From an optimization exercise on the open Yosys and OpenROAD flow, aimed at small area, a short achievable clock period and few clock cycles per item; shortcuts taken in it are not production practice.
Function was checked by simulation only, so behaviour that the tests miss may differ from the original.

File: flow/run.sh
#!/bin/bash
# synth_recipe.tcl (not shown) runs the flow's synth.tcl, then flattens the netlist and writes it again
# the make line also repeats each setting of config.mk as NAME=value (left out here)
make -C /OpenROAD-flow-scripts/flow DESIGN_CONFIG=/design/flow/config.mk WORK_HOME=/design/flow/orfs CLKGATE_MAP_FILE= SYNTH_SCRIPT=/design/flow/synth_recipe.tcl finish
File: flow/config.mk
export PLATFORM = sky130hd
export DESIGN_NAME = MCH
export DESIGN_NICKNAME = MCH
export VERILOG_FILES = /design/flow/design.v
export SDC_FILE = /design/flow/constraint.sdc
export NUM_CORES = 8
export LEC_CHECK = 0
export CAP_MARGIN = 20
export CORE_MARGIN = 2
export CORE_UTILIZATION = 25
export PLACE_DENSITY = 0.45
export SLEW_MARGIN = 20
File: flow/constraint.sdc
create_clock -name core_clock -period 13.0 [get_ports {clk}]
set_input_delay 2.6000 -clock core_clock [delete_from_list [all_inputs] [get_ports {clk}]]
set_output_delay 2.6000 -clock core_clock [all_outputs]
set_load 0.01 [all_outputs]
File: flow/design.v
module MCH (
    input               clk,
    input               reset,
    input               [ 7:0]  X,
    input               [ 7:0]  Y,
    output               Done,
    output reg          [16:0]  area
);
parameter READ = 4'd0, INIT0 = 4'd1, CROSS_JUDGE = 4'd2, CROSS = 4'd3, INIT1 = 4'd4, SCAN_JUDGE = 4'd5, SCAN = 4'd6, INIT2 = 4'd7, CALC_AREA = 4'd8, PREPARE_OUTPUT = 4'd9, DONE = 4'd10, CROSS_COLLINEAR = 4'd11;
reg [3:0] state, next_state;
reg [4:0] input_cnt, sort_boundary_cnt, sort_cnt, stack_cnt, area_cnt;
reg [7:0] X_buffer [0:19];
reg [7:0] Y_buffer [0:19];
reg [7:0] X_stack [0:19];
reg [7:0] Y_stack [0:19];
reg [7:0] x [0:2];
reg [7:0] y [0:2];
reg [8:0] dx1, dy1, dx2, dy2;  
reg signed  [ 8:0]  Vx, Vy, Wx, Wy;
reg signed  [17:0]  VxWy, WxVy;
reg signed  [18:0]  VxWy_WxVy;
reg signed  [21:0]  total_area;
always @(posedge clk or posedge reset) begin
    if (reset) begin
        state <= READ;
    end else begin
        state <= next_state;
    end
end
always @(*) begin
    case (state)
        READ: next_state = (input_cnt == 5'd19) ? INIT0 : READ;
        INIT0: next_state = CROSS_JUDGE;
        CROSS_JUDGE: begin
            if(sort_boundary_cnt == 5'd20) next_state = INIT1;
            else if(VxWy_WxVy == 0) next_state = CROSS_COLLINEAR; 
            else next_state = CROSS;
        end
        CROSS: next_state = CROSS_JUDGE;
        CROSS_COLLINEAR: next_state = (sort_boundary_cnt == 5'd20) ? INIT1 : CROSS;
        INIT1: next_state = SCAN_JUDGE;
        SCAN_JUDGE: next_state = (sort_boundary_cnt == 5'd20) ? INIT2 : SCAN;
        SCAN: next_state = SCAN_JUDGE;
        INIT2: next_state = CALC_AREA;
        CALC_AREA: next_state = (area_cnt == stack_cnt + 5'd1) ? PREPARE_OUTPUT : CALC_AREA;
        PREPARE_OUTPUT: next_state = DONE;
        DONE: next_state = READ;
        default: next_state = READ;
    endcase
end
integer i;
always @(posedge clk or posedge reset) begin
    if (reset) begin
        input_cnt <= 5'd0;
        sort_boundary_cnt <= 5'd2;
        sort_cnt <= 5'd2; 
        stack_cnt <= 5'd0;
        area_cnt <= 5'd1;
        total_area <= 22'd0;
        for (i = 0; i < 20; i = i + 1) begin
            X_buffer[i] <= 8'd0;
            Y_buffer[i] <= 8'd0;
            X_stack[i] <= 8'd0;
            Y_stack[i] <= 8'd0;
        end
    end else begin
        case (state)
            READ: begin                          
                input_cnt <= input_cnt + 5'd1;
                if(input_cnt == 5'd0) begin
                    X_buffer[0] <= X;
                    Y_buffer[0] <= Y;
                end 
                else if(Y < Y_buffer[0] || (Y == Y_buffer[0] && X < X_buffer[0])) begin
                    X_buffer[0] <= X;
                    Y_buffer[0] <= Y;
                    X_buffer[input_cnt] <= X_buffer[0];
                    Y_buffer[input_cnt] <= Y_buffer[0];
                end
                else begin
                    X_buffer[input_cnt] <= X;
                    Y_buffer[input_cnt] <= Y;
                end
            end
            INIT0: begin
                x[0] <= X_buffer[0];
                y[0] <= Y_buffer[0];
                x[1] <= X_buffer[1];
                y[1] <= Y_buffer[1];
                x[2] <= X_buffer[2];
                y[2] <= Y_buffer[2];
            end
            CROSS_JUDGE: begin
                if(sort_boundary_cnt != 5'd20) begin
                    if(VxWy_WxVy < 0) begin              
                        X_buffer[sort_cnt] <= X_buffer[sort_cnt - 1];
                        Y_buffer[sort_cnt] <= Y_buffer[sort_cnt - 1];
                        X_buffer[sort_cnt - 1] <= X_buffer[sort_cnt];
                        Y_buffer[sort_cnt - 1] <= Y_buffer[sort_cnt];
                        if(sort_cnt == 5'd2) begin
                            sort_boundary_cnt <= sort_boundary_cnt + 5'd1;
                            sort_cnt <= sort_boundary_cnt + 5'd1;
                        end
                        else begin
                            sort_cnt <= sort_cnt - 5'd1;
                        end
                    end
                    else if(VxWy_WxVy == 0) begin      
                        dx1 = (X_buffer[sort_cnt-1] > X_buffer[0]) ?  (X_buffer[sort_cnt-1] - X_buffer[0]) : (X_buffer[0] - X_buffer[sort_cnt-1]);
                        dy1 = (Y_buffer[sort_cnt-1] > Y_buffer[0]) ?  (Y_buffer[sort_cnt-1] - Y_buffer[0]) : (Y_buffer[0] - Y_buffer[sort_cnt-1]);
                        dx2 = (X_buffer[sort_cnt] > X_buffer[0]) ?  (X_buffer[sort_cnt] - X_buffer[0]) : (X_buffer[0] - X_buffer[sort_cnt]);
                        dy2 = (Y_buffer[sort_cnt] > Y_buffer[0]) ?  (Y_buffer[sort_cnt] - Y_buffer[0]) : (Y_buffer[0] - Y_buffer[sort_cnt]);
                    end
                    else begin                        
                        sort_boundary_cnt <= sort_boundary_cnt + 5'd1;
                        sort_cnt <= sort_boundary_cnt + 5'd1;
                    end
                end
            end
            CROSS: begin
                x[1] <= X_buffer[sort_cnt - 1];
                y[1] <= Y_buffer[sort_cnt - 1];
                x[2] <= X_buffer[sort_cnt];
                y[2] <= Y_buffer[sort_cnt];
            end
            CROSS_COLLINEAR: begin
                if(dx1 + dy1 > dx2 + dy2) begin              
                    X_buffer[sort_cnt] <= X_buffer[sort_cnt - 1];
                    Y_buffer[sort_cnt] <= Y_buffer[sort_cnt - 1];
                    X_buffer[sort_cnt - 1] <= X_buffer[sort_cnt];
                    Y_buffer[sort_cnt - 1] <= Y_buffer[sort_cnt];
                    if(sort_cnt == 5'd2) begin
                        sort_boundary_cnt <= sort_boundary_cnt + 5'd1;
                        sort_cnt <= sort_boundary_cnt + 5'd1;
                    end
                    else begin
                        sort_cnt <= sort_cnt - 5'd1;
                    end
                end
                else begin
                    sort_boundary_cnt <= sort_boundary_cnt + 5'd1;
                    sort_cnt <= sort_boundary_cnt + 5'd1; 
                end
            end
            INIT1: begin
                x[0] <=  X_buffer[0];
                y[0] <=  Y_buffer[0];
                x[1] <=  X_buffer[1];
                y[1] <=  Y_buffer[1];
                x[2] <=  X_buffer[2];
                y[2] <=  Y_buffer[2];
                X_stack[0] <= X_buffer[0];
                Y_stack[0] <= Y_buffer[0];
                X_stack[1] <= X_buffer[1];
                Y_stack[1] <= Y_buffer[1];
                stack_cnt <= 5'd1;
                sort_boundary_cnt <= 5'd2;
            end
            SCAN_JUDGE: begin
                if(sort_boundary_cnt < 5'd20) begin
                    if(VxWy_WxVy <= 19'sd0) begin             
                        if(stack_cnt == 5'd1) begin          
                            X_stack[1] <= X_buffer[sort_boundary_cnt];
                            Y_stack[1] <= Y_buffer[sort_boundary_cnt];
                            sort_boundary_cnt <= sort_boundary_cnt + 5'd1;
                        end
                        else begin
                            stack_cnt <= stack_cnt - 5'd1;
                        end    
                    end
                    else begin
                        X_stack[stack_cnt + 1] <= X_buffer[sort_boundary_cnt];
                        Y_stack[stack_cnt + 1] <= Y_buffer[sort_boundary_cnt];
                        stack_cnt <= stack_cnt + 5'd1;
                        sort_boundary_cnt <= sort_boundary_cnt + 5'd1;
                    end
                end
            end
            SCAN: begin
                x[0] <= X_stack[stack_cnt - 1];
                y[0] <= Y_stack[stack_cnt - 1];
                x[1] <= X_stack[stack_cnt];
                y[1] <= Y_stack[stack_cnt];
                x[2] <= X_buffer[sort_boundary_cnt];
                y[2] <= Y_buffer[sort_boundary_cnt];
            end
            INIT2: begin
                x[0] <= 8'd0;
                y[0] <= 8'd0;
                x[1] <= X_stack[0];
                y[1] <= Y_stack[0];
                x[2] <= X_stack[1];
                y[2] <= Y_stack[1];
                total_area <= 22'd0;       
            end
            CALC_AREA: begin
                total_area <= total_area + VxWy_WxVy;
                area_cnt <= area_cnt + 5'd1;
                x[1] <= X_stack[area_cnt];
                y[1] <= Y_stack[area_cnt];
                if(area_cnt == stack_cnt) begin
                    x[2] <= X_stack[0];
                    y[2] <= Y_stack[0];
                end
                else begin
                    x[2] <= X_stack[area_cnt + 1];
                    y[2] <= Y_stack[area_cnt + 1];
                end
            end
            DONE: begin
                input_cnt <= 5'd0;
                sort_boundary_cnt <= 5'd2;
                sort_cnt <= 5'd2; 
                stack_cnt <= 5'd0;
                area_cnt <= 5'd1;
                for (i = 0; i < 20; i = i + 1) begin
                    X_buffer[i] <= 8'd0;
                    Y_buffer[i] <= 8'd0;
                    X_stack[i] <= 8'd0;
                    Y_stack[i] <= 8'd0;
                end
            end
        endcase
    end
end
always @(*) begin
    Vx = {1'b0, x[1]} - {1'b0, x[0]};
    Vy = {1'b0, y[1]} - {1'b0, y[0]};
    Wx = {1'b0, x[2]} - {1'b0, x[0]};
    Wy = {1'b0, y[2]} - {1'b0, y[0]};
    VxWy = Vx * Wy;
    WxVy = Wx * Vy;
    VxWy_WxVy = VxWy - WxVy;
end
always @(*) begin
    if(state == DONE || state == PREPARE_OUTPUT) area = total_area[16:0];
    else area = 17'd0;
end
assign Done = (state == DONE) ? 1'b1 : 1'b0;
endmodule
==> results.py <==
metrics = {
    "synthesis": {
        "synth-seq-cells": 770,
        "synthFlopType": "dfrtp_1",
        "synth.avg_cell_area_um2": 8.81,
        "async_flop_share_pct": 89.1,
        "syn_inst": 7214,
        "ys_types": 107,
        "yosysSeqAreaShare_pct": 31.0,
        "synth-edff-count": 84,
        "synth_area_mm2": 0.0635,
        "syn_nets": 7686,
        "ys_warn_count": 7,
    },
    "floorplanning": {
        "die_y_um": 508,
        "num_rows": 185,
        "die_area_mm2": 0.258,
        "dieWidth_um": 508,
        "core-area_mm2": 0.253,
        "initial_core_util_pct": 25.1,
        "ios": 36,
    },
    "drt": {
        "drt-initial-drc-count": 11600,
        "routed_wl_mm": 402,
        "firstDrtPassIters": 14,
        "dr_total_vias": 68600,
        "drc": 0,
        "final_antenna_net_count": 0,
        "vias_per_cell": 6.49,
        "avgRoutedWirePerCell_um": 38.1,
    },
    "cts": {
        "cts.sinks": 770,
        "clk_pin_slew_ps": 60,
        "cts_resized": 0,
        "ctsLongestPathBuffers": 3,
        "insertion_delay_ps": 820,
        "postCtsSetupBuffers": 0,
        "h-tree-depth": 3,
        "tritoncts": "yes",
        "cts_buffers": 99,
        "cts_hold_buf": 0,
        "clock_tree.root_cell": "clkbuf_16",
    },
    "sta": {
        "report.final.slew_viol_count": 0,
        "worstMarginPinSlew_ps": 1280,
        "fin_crit_sh_pct": 83.4,
        "period_needed_ps": 10850,
        "fmax_mhz": 92.2,
        "tns_ps": 0,
        "setup_viol": 0,
        "finalClockSkew_ps": 75.9,
        "relSlewSlack_pct": 14.0,
        "hold_violations": 0,
        "grt_setup_unrepaired": "no",
    },
    "finish": {
        "drive_gt1_share_pct": 11.7,
        "multi_input_area_mm2": 0.0411,
        "fin_area_mm2": 0.0729,
        "final_cell_mix": "nand2_1, dfrtp_1, nor2_1",
        "areaGrowthSynthToFinish_pct": 14.7,
        "nFillCells": 26800,
        "final_common_cell": "nand2_1",
        "nets": 7583,
        "seqCellArea_mm2": 0.0197,
    },
    "run_status": {
        "status": "timing/DRC/antenna clean",
    },
    "global_route": {
        "grt_max_degree": 130,
        "grt_pass1_vias": 65800,
        "antenna_found_initial": 23,
        "grt_pass1_wl_mm": 549,
        "grt.total_usage_pct": 30.1,
        "grt_overflow": 0,
    },
    "critical_path": {
        "startpoint_type": "flip-flop",
        "slowest_delay_ps": 850,
        "cp-end-kind": "flip-flop",
        "crit_type": "reg2reg",
        "crit_slowest_cell": "nand4_1",
        "cp.required_ps": 13730,
        "worst_path_most_repeated_cell": "fa_1",
        "crit_fanout": 24,
        "cp.arrival_ps": 11580,
    },
    "hold_path": {
        "hold_path_class": "reg2reg",
    },
    "placed_design": {
        "io_buffers": 35,
        "placed_cell_area_mm2": 0.0693,
        "place_hpwl_mm": 268,
        "gp_congestion": 1.00,
    },
    "job": {
        "cap_violations": 0,
    },
}
## critical path: cells and delay by family (launching register included)
kind	cells	cell delay, ps
compound gates	9	2430
xor+xnor	1	150
fa+ha+maj	10	4300
buf+inv	7	1400
flops	1	370
simple gates	7	2080
## logic make-up after synthesis
| logic type | count (synthesis) | share of synthesized area [%] |
|---|---|---|
| and+or+nand+nor | 2330 | 17.2 |
| AOI/OAI and AO/OA | 2302 | 28.1 |
| buffers and inverters | 927 | 5.78 |
| DFF | 770 | 31.0 |
| adders and majority gates | 454 | 11.2 |
| muxes | 298 | 4.81 |
| xor gates and xnor gates | 133 | 1.83 |
## final cells by class
type / instances / share of cell area [%]
tap: 3366 / 5.78
multi-input combinational: 5517 / 56.3
sequential: 770 / 27.0
inverter: 316 / 1.64
clock buffer: 145 / 4.04
timing repair buffer: 407 / 4.38
antenna: 11 / 0.0378
clock inverter: 41 / 0.755
## stage by stage
| stage | setup slack, ps | std cells | utilization (%) | hold slack [ps] |
|---|---|---|---|---|
| floorplan | 1020 | 7214 | - | 440 |
| finish | 2150 | 10600 | 28.8 | 507 |
| detailed placement | 2290 | 10400 | 27.4 | 498 |
| global placement | 2340 | 10400 | 27.3 | 487 |
| CTS | 2280 | 10600 | 28.7 | 510 |
| global route | 1720 | 10600 | 28.8 | 542 |
## registers in the layout (all words and copies together) (netlist names), 9 cells and up
name and cells:
X_buffer 160, dx2 9, Y_stack 160, total_area 17, dy2 9, Y_buffer 160
x 24, dy1 9, dx1 9, X_stack 160, y 24
## synth_stat cells (20+ instances only)
| cell type | n | area share [%] |
|---|---|---|
| buf_1 | 27 | 0.16 |
| nand3_1 | 265 | 2.1 |
| a22oi_1 | 489 | 5.8 |
| nand2b_1 | 48 | 0.47 |
| mux2i_1 | 249 | 3.9 |
| a31oi_1 | 43 | 0.42 |
| dfrtp_1 | 683 | 27 |
| a21o_1 | 100 | 1.2 |
| a2111oi_0 | 48 | 0.66 |
| inv_1 | 315 | 1.9 |
| xor2_1 | 39 | 0.54 |
| a21oi_1 | 345 | 2.7 |
| a211oi_1 | 71 | 0.84 |
| nand2_1 | 761 | 4.5 |
| and3_1 | 65 | 0.64 |
| or2_2 | 46 | 0.45 |
| a222oi_1 | 143 | 2.3 |
| a221o_1 | 102 | 1.6 |
| o32a_1 | 21 | 0.33 |
| o21a_1 | 51 | 0.60 |
| and2_1 | 52 | 0.51 |
| nor2b_1 | 40 | 0.39 |
| o21ai_0 | 141 | 1.1 |
| fa_1 | 195 | 6.1 |
| o2111ai_1 | 60 | 0.83 |
| and4_1 | 20 | 0.28 |
| a41oi_1 | 33 | 0.45 |
| nand4_1 | 135 | 1.3 |
| a221oi_1 | 184 | 2.5 |
| edfxtp_1 | 84 | 4.0 |
| mux2_2 | 48 | 0.85 |
| xnor2_1 | 94 | 1.3 |
| ha_1 | 259 | 5.1 |
| buf_2 | 96 | 0.76 |
| a22o_1 | 208 | 2.9 |
| nor2_1 | 558 | 3.3 |
| o31ai_1 | 24 | 0.28 |
| nor3_1 | 236 | 1.9 |
| clkbuf_1 | 474 | 2.8 |
## routing by layer
layer	wire length (um)	global-route usage (%)	up-vias	share of wire, %
met5	93	0	-	0.023
met4	32100	19.3	14	8.0
met3	50900	11.6	1613	13
met2	164000	42.9	5243	41
met1	156000	37.8	34400	39
li1	-	-	27300	-
## path summary, 6_finish.rpt
kind,start,slack (ps),cells past startpoint,endpoint
min in group asynchronous,reset,2720,2,X_buffer[0][3]$_DFFE_PP0P_
hold reg to reg,total_area[16]$_DFFE_PP0N_,510,1,total_area[16]$_DFFE_PP0N_
max in group asynchronous,reset,7980,4,X_stack[2][7]$_DFFE_PP0P_
setup / recovery,x[1][0]$_DFFE_PP_,2150,34,X_buffer[15][2]$_DFFE_PP0P_
hold / removal,total_area[16]$_DFFE_PP0N_,510,1,total_area[16]$_DFFE_PP0N_
setup reg to reg,x[1][0]$_DFFE_PP_,2150,34,X_buffer[15][2]$_DFFE_PP0P_
Testbench counts, summed over its fixed seeds: cycles 114,076, hulls 384.

static timing again, ports no longer ideal:
Ports are ideal in the flow. The routed layout listed here was re-timed in OpenROAD.
Step 1 (the two cells are an assumption about what drives the block):
set clk [get_ports {clk}]
set_driving_cell -lib_cell sky130_fd_sc_hd__clkbuf_16 $clk
set_driving_cell -lib_cell sky130_fd_sc_hd__buf_2 [delete_from_list [all_inputs] $clk]
Step 2 adds t to the input delays and takes it off the output delays; t is the mean of the earliest and latest rising clock arrival at the registers after step 1. Input paths then give back, and output paths get back, about the clock's delay inside the block.
a / b / c = no drivers / after step 1 / after step 2; a / b = the first two.
t, ns: 0.870
slack for setup (ns): 2.153 / 2.153 / 2.153
worst setup path at the end: register to register
worst register clock-pin slew, ns: 0.07 / 0.07
After both steps this run still meets setup and hold. For this run, drivers alone change the setup slack by 0.000 ns; drivers and shift together by 0.000 ns.
